From an optimization exercise on the open Yosys and OpenROAD flow, aimed at small area, a short achievable clock period and few clock cycles; shortcuts taken in it are not production practice.
Only simulation tests tie the RTL to the original design; equivalence was not proved.
No activity file was given, so power comes from the tool's default toggle rates.

File: config.mk
export PLATFORM = sky130hd
export DESIGN_NAME = core_top
export DESIGN_NICKNAME = core_top
export VERILOG_FILES = /design/flow/design.v
export SDC_FILE = /design/flow/constraint.sdc
export NUM_CORES = 4
export LEC_CHECK = 0
export CAP_MARGIN = 20
export CORE_MARGIN = 2
export CORE_UTILIZATION = 30
export PLACE_DENSITY = 0.45
export SLEW_MARGIN = 20
File: constraint.sdc
create_clock -name core_clock -period 15.0 [get_ports {clk_i}]
set_input_delay 3.0000 -clock core_clock [delete_from_list [all_inputs] [get_ports {clk_i}]]
set_output_delay 3.0000 -clock core_clock [all_outputs]
set_load 0.01 [all_outputs]
File: design.v
module core_top(
    input  wire        rst_i,
    input  wire        clk_i,
    output wire        rom_ce_o,
    output wire [31:0] rom_addr_o,
    input  wire [31:0] rom_data_i,
    output wire        ram_ce_o,
    output wire [31:0] ram_addr_o,
    output wire [31:0] ram_wdata_o,
    input  wire [31:0] ram_rdata_i,
    output wire        ram_we_o
);
    wire        ex_stall;      
    wire        mem_stall;     
    wire        id_hazard;     
    wire        id_stall = id_hazard | ex_stall;
    wire        ex_redirect;   
    wire [31:0] ex_target;
    wire        id_redirect;   
    wire [31:0] id_target;
    reg  [31:0] pc;
    reg         ce_q;
    assign rom_addr_o = pc;
    assign rom_ce_o   = ce_q;
    always @(posedge clk_i) begin
        if (rst_i)
            ce_q <= 1'b1;
        if (rst_i)
            pc <= 32'h80;
        else if (ex_redirect)
            pc <= ex_target;
        else if (id_stall)
            pc <= pc;
        else if (id_redirect)
            pc <= id_target;
        else
            pc <= pc + 32'd4;
    end
    reg         d_valid;
    reg  [31:0] d_pc;
    reg  [31:0] d_ins;
    always @(posedge clk_i) begin
        if (rst_i | ex_redirect)
            d_valid <= 1'b0;
        else if (!id_stall)
            d_valid <= ~id_redirect;
        if (!id_stall) begin
            d_pc  <= pc;
            d_ins <= rom_data_i;
        end
    end
    wire [6:0] opc = d_ins[6:0];
    wire [2:0] f3  = d_ins[14:12];
    wire [4:0] rs1 = d_ins[19:15];
    wire [4:0] rs2 = d_ins[24:20];
    wire [4:0] rd  = d_ins[11:7];
    wire i_op    = (opc == 7'b0110011);
    wire i_opimm = (opc == 7'b0010011);
    wire i_lui   = (opc == 7'b0110111);
    wire i_auipc = (opc == 7'b0010111);
    wire i_jal   = (opc == 7'b1101111);
    wire i_jalr  = (opc == 7'b1100111);
    wire i_br    = (opc == 7'b1100011);
    wire i_ld    = (opc == 7'b0000011);
    wire i_st    = (opc == 7'b0100011);
    wire i_csr   = (opc == 7'b1110011) & (f3[1:0] != 2'b00);
    wire i_m     = i_op & (d_ins[31:25] == 7'b0000001);
    wire use1 = i_op | i_opimm | i_jalr | i_br | i_ld | i_st | (i_csr & ~f3[2]);
    wire use2 = i_op | i_br | i_st;
    wire wr_rd = (i_op | i_opimm | i_lui | i_auipc | i_jal | i_jalr | i_ld | i_csr) & (rd != 5'd0);
    wire [31:0] imm_i = {{20{d_ins[31]}}, d_ins[31:20]};
    wire [31:0] imm_s = {{20{d_ins[31]}}, d_ins[31:25], d_ins[11:7]};
    wire [31:0] imm_b = {{19{d_ins[31]}}, d_ins[31], d_ins[7], d_ins[30:25], d_ins[11:8], 1'b0};
    wire [31:0] imm_u = {d_ins[31:12], 12'b0};
    wire [31:0] imm_j = {{11{d_ins[31]}}, d_ins[31], d_ins[19:12], d_ins[20], d_ins[30:21], 1'b0};
    wire [31:0] pc_imm = d_pc + (i_jal ? imm_j : i_br ? imm_b : imm_u);
    wire [31:0] pc_4   = d_pc + 32'd4;
    wire        pred   = i_jal | (i_br & d_ins[31]);
    assign id_redirect = d_valid & pred;
    assign id_target   = pc_imm;
    reg  [31:0] rf [1:31];
    wire        w_wen;
    wire [4:0]  w_rd_w;
    wire [31:0] w_res;
    always @(posedge clk_i) begin
        if (w_wen)
            rf[w_rd_w] <= w_res;
    end
    wire        e_fwd_ok;      
    wire [4:0]  e_rd_w;
    wire [31:0] ex_result;
    wire        m_fwd_ok;
    wire [4:0]  m_rd_w;
    wire [31:0] m_res_w;
    function [31:0] fwd;
        input [4:0]  r;
        input        e_ok;  input [4:0] e_r;  input [31:0] e_v;
        input        m_ok;  input [4:0] m_r;  input [31:0] m_v;
        input        w_ok;  input [4:0] w_r;  input [31:0] w_v;
        input [31:0] rf_v;
        begin
            if (r == 5'd0)                 fwd = 32'd0;
            else if (e_ok && e_r == r)     fwd = e_v;
            else if (m_ok && m_r == r)     fwd = m_v;
            else if (w_ok && w_r == r)     fwd = w_v;
            else                           fwd = rf_v;
        end
    endfunction
    wire [31:0] rf1 = rf[rs1];
    wire [31:0] rf2 = rf[rs2];
    wire [31:0] v1 = fwd(rs1, e_fwd_ok, e_rd_w, ex_result, m_fwd_ok, m_rd_w, m_res_w, w_wen, w_rd_w, w_res, rf1);
    wire [31:0] v2 = fwd(rs2, e_fwd_ok, e_rd_w, ex_result, m_fwd_ok, m_rd_w, m_res_w, w_wen, w_rd_w, w_res, rf2);
    reg         e_valid, e_ld;
    reg  [4:0]  e_rd;
    reg         e_wr;
    reg         m_valid, m_ld, m_wrd;
    reg  [4:0]  m_rd;
    wire e_ld_hit = e_valid & e_ld & e_wr;
    wire m_ld_hit = m_valid & m_ld & m_wrd;
    assign id_hazard = d_valid & (
        (use1 & ((e_ld_hit & (e_rd == rs1)) | (m_ld_hit & (m_rd == rs1)))) |
        (use2 & ((e_ld_hit & (e_rd == rs2)) | (m_ld_hit & (m_rd == rs2)))));
    wire [11:0] csra = d_ins[31:20];
    wire [8:0] csel = {
        csra == 12'hF12,    
        csra == 12'h301,    
        csra == 12'h304,    
        csra == 12'h300,    
        csra == 12'h343,    
        csra == 12'h342,    
        csra == 12'h341,    
        csra == 12'h305,    
        csra == 12'h340};   
    reg  [31:0] e_op1, e_op2, e_aux;
    reg  [2:0]  e_f3;
    reg         e_alt;      
    reg         e_sub;      
    reg         e_alu, e_br, e_pred, e_jalr, e_st, e_csr, e_mul, e_div, e_auxres;
    reg  [8:0]  e_csel;
    always @(posedge clk_i) begin
        if (rst_i | ex_redirect)
            e_valid <= 1'b0;
        else if (!ex_stall)
            e_valid <= d_valid & ~id_hazard;
        if (!ex_stall) begin
            e_rd    <= rd;
            e_wr    <= wr_rd;
            e_ld    <= i_ld;
            e_op1   <= (i_csr & f3[2]) ? {27'd0, rs1} : v1;
            e_op2   <= (i_op | i_br) ? v2 : (i_st ? imm_s : imm_i);
            e_aux   <= i_st ? v2 : (i_lui ? imm_u : ((i_auipc | (i_br & ~pred)) ? pc_imm : pc_4));
            e_f3    <= (i_op | i_opimm | i_br | i_ld | i_st | i_csr) ? f3 : 3'b000;
            e_alt   <= (i_op & d_ins[30]) | (i_opimm & (f3 == 3'b101) & d_ins[30]);
            e_sub   <= (i_op & d_ins[30]) | ((i_op | i_opimm) & (f3[2:1] == 2'b01)) | i_br;
            e_alu   <= (i_op & ~i_m) | i_opimm | i_ld | i_st | i_jalr;
            e_br    <= i_br;
            e_pred  <= pred;
            e_jalr  <= i_jalr;
            e_st    <= i_st;
            e_csr   <= i_csr;
            e_mul   <= i_m & ~f3[2];
            e_div   <= i_m & f3[2];
            e_auxres<= i_lui | i_auipc | i_jal | i_jalr;
            e_csel  <= csel;
        end
    end
    wire [31:0] a = e_op1;
    wire [31:0] b = e_op2;
    wire [31:0] b_x = b ^ {32{e_sub}};
    wire [32:0] sum = {1'b0, a} + {1'b0, b_x} + {32'd0, e_sub};
    wire        lt_u = ~sum[32];
    wire        lt_s = (a[31] ^ b[31]) ? a[31] : sum[31];
    wire        eq   = (a == b);
    function [31:0] rev32;
        input [31:0] x;
        integer k;
        begin
            for (k = 0; k < 32; k = k + 1) rev32[k] = x[31-k];
        end
    endfunction
    wire        shl   = (e_f3 == 3'b001);
    wire [31:0] sh_in = shl ? rev32(a) : a;
    wire [32:0] sh_x  = {e_alt & a[31], sh_in};
    wire [32:0] sh_r  = $signed(sh_x) >>> b[4:0];
    wire [31:0] sh_o  = shl ? rev32(sh_r[31:0]) : sh_r[31:0];
    reg [31:0] alu_o;
    always @(*) begin
        case (e_f3)
            3'b000: alu_o = sum[31:0];
            3'b001: alu_o = sh_o;
            3'b010: alu_o = {31'd0, lt_s};
            3'b011: alu_o = {31'd0, lt_u};
            3'b100: alu_o = a ^ b;
            3'b101: alu_o = sh_o;
            3'b110: alu_o = a | b;
            default: alu_o = a & b;
        endcase
    end
    reg taken;
    always @(*) begin
        case (e_f3)
            3'b000: taken = eq;
            3'b001: taken = ~eq;
            3'b100: taken = lt_s;
            3'b101: taken = ~lt_s;
            3'b110: taken = lt_u;
            default: taken = ~lt_u;
        endcase
    end
    assign ex_redirect = e_valid & ~ex_stall & ((e_br & (taken ^ e_pred)) | e_jalr);
    assign ex_target   = e_jalr ? {sum[31:1], 1'b0} : e_aux;
    reg [31:0] mscratch, mtvec, mepc, mcause, mtval;
    reg        mst_mie, mst_mpie, mie_s, mie_t, mie_e;
    wire [31:0] csr_old =
        ({32{e_csel[0]}} & mscratch) |
        ({32{e_csel[1]}} & mtvec) |
        ({32{e_csel[2]}} & mepc) |
        ({32{e_csel[3]}} & mcause) |
        ({32{e_csel[4]}} & mtval) |
        ({32{e_csel[5]}} & {19'd0, 2'b11, 3'd0, mst_mpie, 3'd0, mst_mie, 3'd0}) |
        ({32{e_csel[6]}} & {20'd0, mie_e, 3'd0, mie_t, 3'd0, mie_s, 3'd0}) |
        ({32{e_csel[7]}} & 32'h4000_1100) |
        ({32{e_csel[8]}} & 32'd22);
    wire [31:0] csr_new = (e_f3[1:0] == 2'b01) ? a :
                          (e_f3[1:0] == 2'b10) ? (csr_old | a) : (csr_old & ~a);
    wire csr_we = e_valid & e_csr & ~ex_stall;
    always @(posedge clk_i) begin
        if (rst_i) begin
            mscratch <= 32'd0; mtvec <= 32'd0; mepc <= 32'd0; mcause <= 32'd0; mtval <= 32'd0;
            mst_mie <= 1'b0; mst_mpie <= 1'b1; mie_s <= 1'b0; mie_t <= 1'b0; mie_e <= 1'b0;
        end else if (csr_we) begin
            if (e_csel[0]) mscratch <= csr_new;
            if (e_csel[1]) mtvec <= csr_new;
            if (e_csel[2]) mepc <= csr_new;
            if (e_csel[3]) mcause <= csr_new;
            if (e_csel[4]) mtval <= csr_new;
            if (e_csel[5]) begin mst_mie <= csr_new[3]; mst_mpie <= csr_new[7]; end
            if (e_csel[6]) begin mie_s <= csr_new[3]; mie_t <= csr_new[7]; mie_e <= csr_new[11]; end
        end
    end
    reg  [1:0]  mcnt;
    reg  [33:0] macc;      
    reg  [32:0] mlo;       
    wire        m_asgn = (e_f3[1:0] == 2'b01) | (e_f3[1:0] == 2'b10);    
    wire        m_bsgn = (e_f3[1:0] == 2'b01);                           
    wire [32:0] ma = {m_asgn & a[31], a};
    wire [32:0] mb = {m_bsgn & b[31], b};
    wire        a_zero = (a == 32'd0);
    wire        b_zero = (b == 32'd0);
    reg  [11:0] mchunk;
    always @(*) begin
        case (mcnt)
            2'd0: mchunk = {1'b0, mb[10:0]};
            2'd1: mchunk = {1'b0, mb[21:11]};
            default: mchunk = {mb[32], mb[32:22]};
        endcase
    end
    wire [44:0] mpp  = $signed(ma) * $signed(mchunk);
    wire [44:0] msum = $signed(mpp) + $signed({{11{macc[33]}}, macc});
    wire        mul_done = (mcnt == 2'd3) | a_zero | b_zero;
    wire [31:0] mul_res  = (a_zero | b_zero) ? 32'd0 :
                           (e_f3[1:0] == 2'b00) ? mlo[31:0] : {macc[30:0], mlo[32]};
    always @(posedge clk_i) begin
        if (rst_i | ~ex_stall) begin
            mcnt <= 2'd0;
            macc <= 34'd0;
        end else if (e_valid & e_mul & ~mul_done) begin
            mcnt <= mcnt + 2'd1;
            macc <= msum[44:11];
            mlo  <= {msum[10:0], mlo[32:11]};
        end
    end
    function [4:0] clz32;
        input [31:0] x;
        reg [31:0] y;
        begin
            y = x;
            clz32[4] = (y[31:16] == 16'd0); y = clz32[4] ? {y[15:0], 16'd0} : y;
            clz32[3] = (y[31:24] == 8'd0);  y = clz32[3] ? {y[23:0], 8'd0}  : y;
            clz32[2] = (y[31:28] == 4'd0);  y = clz32[2] ? {y[27:0], 4'd0}  : y;
            clz32[1] = (y[31:30] == 2'd0);  y = clz32[1] ? {y[29:0], 2'd0}  : y;
            clz32[0] = ~y[31];
        end
    endfunction
    reg  [1:0]  dst;        
    reg  [31:0] drem, ddvs, dq;
    reg  [5:0]  dd;         
    reg  [4:0]  dcnt;       
    reg         dqneg, drneg;
    wire        d_sgn = ~e_f3[0];
    wire        d_isrem = e_f3[1];
    wire        d_aneg = d_sgn & a[31];
    wire        d_bneg = d_sgn & b[31];
    wire [31:0] d_aabs = d_aneg ? (32'd0 - a) : a;
    wire [31:0] d_babs = d_bneg ? (32'd0 - b) : b;
    wire [5:0]  d_diff = {1'b0, clz32(d_babs)} - {1'b0, clz32(d_aabs)};
    wire [31:0] d_dvs  = (dst == 2'd1) ? (ddvs << dd[4:0]) : ddvs;
    wire [32:0] d_sub  = {1'b0, drem} - {1'b0, d_dvs};
    wire        d_ge   = ~d_sub[32];
    wire        d_special = (dst == 2'd0) & (b_zero | a_zero);
    wire        d_small   = (dst == 2'd1) & dd[5];
    wire        div_done  = d_special | d_small | (dst == 2'd3);
    wire [31:0] d_q = dqneg ? (32'd0 - dq) : dq;
    wire [31:0] d_r = drneg ? (32'd0 - drem) : drem;
    reg  [31:0] div_res;
    always @(*) begin
        if (dst == 2'd0)
            div_res = b_zero ? (d_isrem ? a : 32'hFFFF_FFFF) : 32'd0;
        else if (dst == 2'd1)
            div_res = d_isrem ? a : 32'd0;
        else
            div_res = d_isrem ? d_r : d_q;
    end
    always @(posedge clk_i) begin
        if (rst_i | ~ex_stall)
            dst <= 2'd0;
        else if (e_valid & e_div & ~div_done) begin
            case (dst)
                2'd0: begin
                    drem  <= d_aabs;
                    ddvs  <= d_babs;
                    dq    <= 32'd0;
                    dd    <= d_diff;
                    dqneg <= d_aneg ^ d_bneg;
                    drneg <= d_aneg;
                    dst   <= 2'd1;
                end
                default: begin
                    if (d_ge) drem <= d_sub[31:0];
                    dq   <= {dq[30:0], d_ge};
                    ddvs <= {1'b0, d_dvs[31:1]};
                    if (dst == 2'd1) begin
                        dcnt <= dd[4:0];
                        dst  <= (dd[4:0] == 5'd0) ? 2'd3 : 2'd2;
                    end else begin
                        dcnt <= dcnt - 5'd1;
                        if (dcnt == 5'd1) dst <= 2'd3;
                    end
                end
            endcase
        end
    end
    wire ex_busy = e_valid & ((e_mul & ~mul_done) | (e_div & ~div_done));
    assign ex_stall = ex_busy | mem_stall;
    assign ex_result = e_auxres ? e_aux :
                       e_csr    ? csr_old :
                       e_mul    ? mul_res :
                       e_div    ? div_res : alu_o;
    assign e_fwd_ok = e_valid & e_wr & ~e_ld;
    assign e_rd_w   = e_rd;
    reg  [31:0] m_res;      
    reg  [31:0] m_wdata;
    reg  [3:0]  m_mask;
    reg  [2:0]  m_f3;
    reg         m_st, m_ce, m_wr, m_ph;
    wire        e_mem = e_ld | e_st;
    wire [1:0]  e_alo = sum[1:0];
    always @(posedge clk_i) begin
        if (rst_i) begin
            m_valid <= 1'b0;
            m_ce <= 1'b0;
            m_wr <= 1'b0;
            m_ph <= 1'b0;
        end else if (mem_stall) begin
            m_wr <= 1'b1;
            m_ph <= 1'b1;
        end else begin
            m_valid <= e_valid & ~ex_busy;
            m_ce    <= e_valid & ~ex_busy & e_mem;
            m_wr    <= e_valid & ~ex_busy & e_st & (e_f3[1:0] == 2'b10);
            m_ph    <= 1'b0;
        end
        if (mem_stall) begin
            m_wdata <= (ram_rdata_i & ~{{8{m_mask[3]}}, {8{m_mask[2]}}, {8{m_mask[1]}}, {8{m_mask[0]}}}) |
                       (m_wdata & {{8{m_mask[3]}}, {8{m_mask[2]}}, {8{m_mask[1]}}, {8{m_mask[0]}}});
        end else begin
            m_rd    <= e_rd;
            m_wrd   <= e_wr;
            m_ld    <= e_ld;
            m_st    <= e_st;
            m_f3    <= e_f3;
            m_res   <= e_mem ? sum[31:0] : ex_result;
            m_wdata <= (e_f3[1:0] == 2'b00) ? {4{e_aux[7:0]}} :
                       (e_f3[1:0] == 2'b01) ? {2{e_aux[15:0]}} : e_aux;
            m_mask  <= (e_f3[1:0] == 2'b00) ? (4'b0001 << e_alo) :
                       (e_f3[1:0] == 2'b01) ? (e_alo[1] ? 4'b1100 : 4'b0011) : 4'b1111;
        end
    end
    assign mem_stall = m_valid & m_st & (m_f3[1:0] != 2'b10) & ~m_ph;
    assign m_fwd_ok = m_valid & m_wrd & ~m_ld;
    assign m_rd_w   = m_rd;
    assign m_res_w  = m_res;
    assign ram_ce_o    = m_ce;
    assign ram_we_o    = m_wr;
    assign ram_addr_o  = m_res;
    assign ram_wdata_o = m_wdata;
    reg         w_valid, w_wrd, w_ld;
    reg  [4:0]  w_rd;
    reg  [2:0]  w_f3;
    reg  [1:0]  w_alo;
    reg  [31:0] w_data;
    always @(posedge clk_i) begin
        if (rst_i)
            w_valid <= 1'b0;
        else
            w_valid <= m_valid & ~mem_stall;
        w_rd   <= m_rd;
        w_wrd  <= m_wrd;
        w_ld   <= m_ld;
        w_f3   <= m_f3;
        w_alo  <= m_res[1:0];
        w_data <= m_ld ? ram_rdata_i : m_res;
    end
    wire [31:0] w_sh = w_data >> {w_alo, 3'b000};
    wire [31:0] w_ldv = (w_f3[1:0] == 2'b00) ? {{24{~w_f3[2] & w_sh[7]}}, w_sh[7:0]} :
                        (w_f3[1:0] == 2'b01) ? {{16{~w_f3[2] & w_sh[15]}}, w_sh[15:0]} : w_data;
    assign w_res  = w_ld ? w_ldv : w_data;
    assign w_wen  = w_valid & w_wrd;
    assign w_rd_w = w_rd;
endmodule
File: run.sh
#!/bin/bash
# synth_recipe.tcl (not shown) runs the flow's synth.tcl, then flattens the netlist and writes it again
# the make line also repeats each setting of config.mk as NAME=value (left out here)
make -C /OpenROAD-flow-scripts/flow DESIGN_CONFIG=/design/flow/config.mk WORK_HOME=/design/flow/orfs CLKGATE_MAP_FILE= SYNTH_SCRIPT=/design/flow/synth_recipe.tcl finish
==> results.json <==
{
  "final_area_mm2": 0.124,
  "fin_nets": 10126,
  "antenna_found_initial": 37,
  "post-route-min-period_ns": 9.23,
  "cts_resized": 0,
  "vias": 84652,
  "tns_ns": 0,
  "p_per_area_mw_per_mm2": 169,
  "ys.flop_type": "edfxtp_1",
  "cts.sinks": 1698,
  "post-layout-total-power_mw": 21.0,
  "p_int_mw": 12.3,
  "p_clk_share_pct": 24.5,
  "clk_pin_slew_ns": 0.06,
  "power_leakage_nw": 44.2,
  "sw_frac_of_total_pct": 41.6,
  "cts_buffer_depth": 4,
  "slew_viol_final": 0,
  "cts_max_level": 4,
  "worstPathMaxFanout": 33,
  "synthArstFlopShare_pct": 0,
  "synth_cell_types": 105,
  "clock_latency_ns": 1.00,
  "antenna_left": 0,
  "fin_skew_ns": 0.137,
  "status": "timing/DRC/antenna clean",
  "timing.final.crit_share_pct": 61.5,
  "vias_per_cell": 5.89,
  "area_growth_pct": 13.7,
  "io_buffers": 163,
  "grt_pass1_vias": 83236,
  "critPathKind": "reg2reg",
  "die_y_um": 607,
  "clockRootBuffer": "clkbuf_16",
  "ios": 165,
  "cp-start-kind": "register",
  "routedWlPerCell_um": 34.8,
  "synth_area_leaders": "edfxtp_1 39%, mux4_2 13%, fa_1 7.1%",
  "drt-pass1-iter-count": 6,
  "worstPathArrival_ns": 9.97,
  "synth_top_area_share_pct": 38.6,
  "slew_headroom_pct": 9.09,
  "synth_area_leader_cell": "edfxtp_1",
  "cts_buffers": 207,
  "core_mm2": 0.362,
  "layout-drive-gt1-share_pct": 15.6,
  "cts_tree": "built",
  "hp-class": "reg2reg",
  "die-area_mm2": 0.368,
  "worst_slew_pin_slew_ns": 1.36,
  "rows": 221,
  "drc": 0,
  "drt_iter0_drc": 10705,
  "synth_area_mm2": 0.109,
  "hold_violations": 0,
  "hpwl_um": 351000,
  "cts_setup_buffers": 0,
  "grt_pass1_wl_um": 686000,
  "gp_congestion": 1.03,
  "max_freq_mhz": 108,
  "routed_wl_um": 501000,
  "initial_core_util_pct": 30.1,
  "setup_violations": 0,
  "cts_hold_buf": 0,
  "synth.avg_cell_area_um2": 11.6,
  "synth_nets": 10126,
  "syn_inst": 9390,
  "worstSetupEndpointType": "register",
  "vdd_drop_max_uv": 233,
  "grtUsageTotal_pct": 26.6,
  "required_ns": 15.74,
  "combPwrFrac_pct": 47.0,
  "finish.utilization_pct": 34.2,
  "seq_power_share_pct": 28.5,
  "grt_overflow": 0,
  "fillers": 35678,
  "switching_power_mw": 8.73,
  "yosys_warnings": 1,
  "ys_seq_elements": 1698,
  "rsz0062_at_grt": "false",
  "synth_edf_count": 1402,
  "yosysSeqAreaShare_pct": 44.1,
  "dieWidth_um": 607,
  "grt_max_degree": 152,
  "maxCapViolations": 0,
  "dpl-instance-area_mm2": 0.117
}
critical path: stages (launching register included):
cell,delay [ns]
dfxtp_1,0.41
ha_1,0.45
nor2_1,0.07
buf_4,0.23
nand2_1,0.11
nand2_2,0.52
and2_1,0.44
fa_1,0.50
ha_1,0.21
fa_1,0.50
inv_1,0.06
fa_1,0.53
inv_1,0.05
fa_1,0.44
ha_1,0.29
ha_1,0.22
o31ai_1,0.57
nor4b_1,0.47
o41ai_1,0.33
o31a_1,0.36
o31a_1,0.37
a221oi_1,0.59
o211ai_1,0.21
a41oi_1,0.39
nor2_1,0.10
or4_1,0.51
nand3_1,0.09
a21oi_1,0.07
Yosys cell counts, types with 27 or more instances:
library cell     n
nand3_1        119
a22oi_1         69
a21oi_1        537
nor3_1          81
o21a_1          33
mux2i_1        321
inv_1          483
o211ai_1        75
a221oi_1        42
mux2_2          73
o41ai_1         27
dfxtp_1        296
nand2b_1        44
o221ai_1        31
nor4_1          36
o21ai_0        462
edfxtp_1      1402
nor2b_1         39
xnor2_1        200
a21o_1          85
ha_1           284
nand4_1         38
clkbuf_1       525
a31oi_1         34
or4_1           27
buf_1          136
a222oi_1        27
nand2_1        882
and2_1          84
a211oi_1       328
o22ai_1         42
xor2_1         133
or3_1           44
nand3b_1        38
fa_1           386
o31ai_1         68
and3_1          48
mux4_2         625
nor2_1         854
cells by family (layout without fill, tap and decap cells):
family          after synthesis  in the layout  share of synthesized area, %
buf+inv                    1197           1368                          4.16
other cells                   1             25                       0.00344
flops                      1698           1698                          44.1
fa+ha+maj                   670            670                          10.3
simple gates               2407           2407                          9.86
compound gates             2064           2064                          12.3
xor+xnor                    333            333                          2.68
mux                        1020           1020                          16.6
path summary, 6_finish.rpt:
kind / to / from / cells after the start / slack (ns)
worst min register to register: w_f3[2] / m_f3[2] / 0 / 0.36
worst max register to register: macc[33] / mcnt[0] / 27 / 5.77
worst min-delay path: w_f3[2] / m_f3[2] / 0 / 0.36
worst max-delay path: macc[33] / mcnt[0] / 27 / 5.77
placed cells by master (no fill, tap or decap), drive strengths merged, types with 284 or more instances in the layout:
master	n
a211oi	329
a21oi	538
buf	311
dfxtp	296
edfxtp	1402
fa	386
ha	284
inv	501
mux2i	321
mux4	626
nand2	883
nor2	854
o21ai	469
routing by layer:
layer,vias up,track usage (%),wire (um)
li1,35229,-,-
met1,44024,35.8,208000
met2,4434,41.2,224000
met3,951,5.75,43400
met4,14,11.6,24900
met5,-,0,97
power groups by stage:
stage | Clock, mW | Sequential (mW) | Combinational (mW)
final | 5.15 | 5.98 | 9.87
after global routing | 5.42 | 5.98 | 10.7
after CTS | 5.25 | 5.96 | 9.79
after detailed placement | 0 | 6.06 | 9.69
after global placement | 0 | 6.06 | 9.72
after floorplan | 0 | 5.93 | 6.12
through the flow:
stage / cells / hold WS (ns) / setup slack [ns]
2_1_floorplan: 9390 / 0.323 / 6.46
3_3_place_gp: 13973 / 0.335 / 5.76
3_5_place_dp: 13975 / 0.337 / 5.81
4_1_cts: 14355 / 0.360 / 5.78
5_1_grt: 14356 / 0.372 / 5.19
6_report: 14379 / 0.361 / 5.77
final cells by class:
class                   instances  area, um^2  share of cell area [%]
multi-input cells            6495       57000                    46.0
repair buffers                474        4050                    3.27
clock buffers                 247        5450                    4.40
diodes                         24        60.1                  0.0484
well taps                    4794        6000                    4.84
inverters                     514        1940                    1.56
flip-flops and latches       1698       48100                    38.8
clock inverters               133        1380                    1.11
sequential cells by signal, summed over array words and instances, names as in the netlist, 9 cells and up, named ones only:
signal    cells
mscratch     32
e_op2        32
mtvec        32
ddvs         32
d_pc         32
e_aux        32
rf          992
m_res        32
mepc         32
dq           32
e_op1        32
drem         32
mcause       32
w_data       32
d_ins        32
pc           32
mtval        32
e_csel        9
mlo          33
macc         34
Testbench counts, summed over its fixed seeds: cycles 109,824.

[afterwards: timing with drivers on the ports]
Ports are ideal in the flow. The routed layout listed here was re-timed in OpenROAD. Step 1 (the two cells are an assumption about what drives the block):
set clk [get_ports {clk_i}]
set_driving_cell -lib_cell sky130_fd_sc_hd__clkbuf_16 $clk
set_driving_cell -lib_cell sky130_fd_sc_hd__buf_2 [delete_from_list [all_inputs] $clk]
Step 2 also shifts input and output timing later by t, the mid clock arrival at the registers, as if the neighbouring blocks saw the same clock. Three values: ideal, step 1, step 2; two values: the first two.
t (ns): 1.044
setup slack, ns: 5.773 / 5.773 / 5.773
worst setup path after step 2: register to register
worst register clock-pin slew, ns: 0.07 / 0.07
worst data-port slew with drivers (ns): 0.11
After both steps setup and hold are still met in this run. The setup slack of this run moves by 0.000 ns with the drivers and by 0.000 ns with both steps.
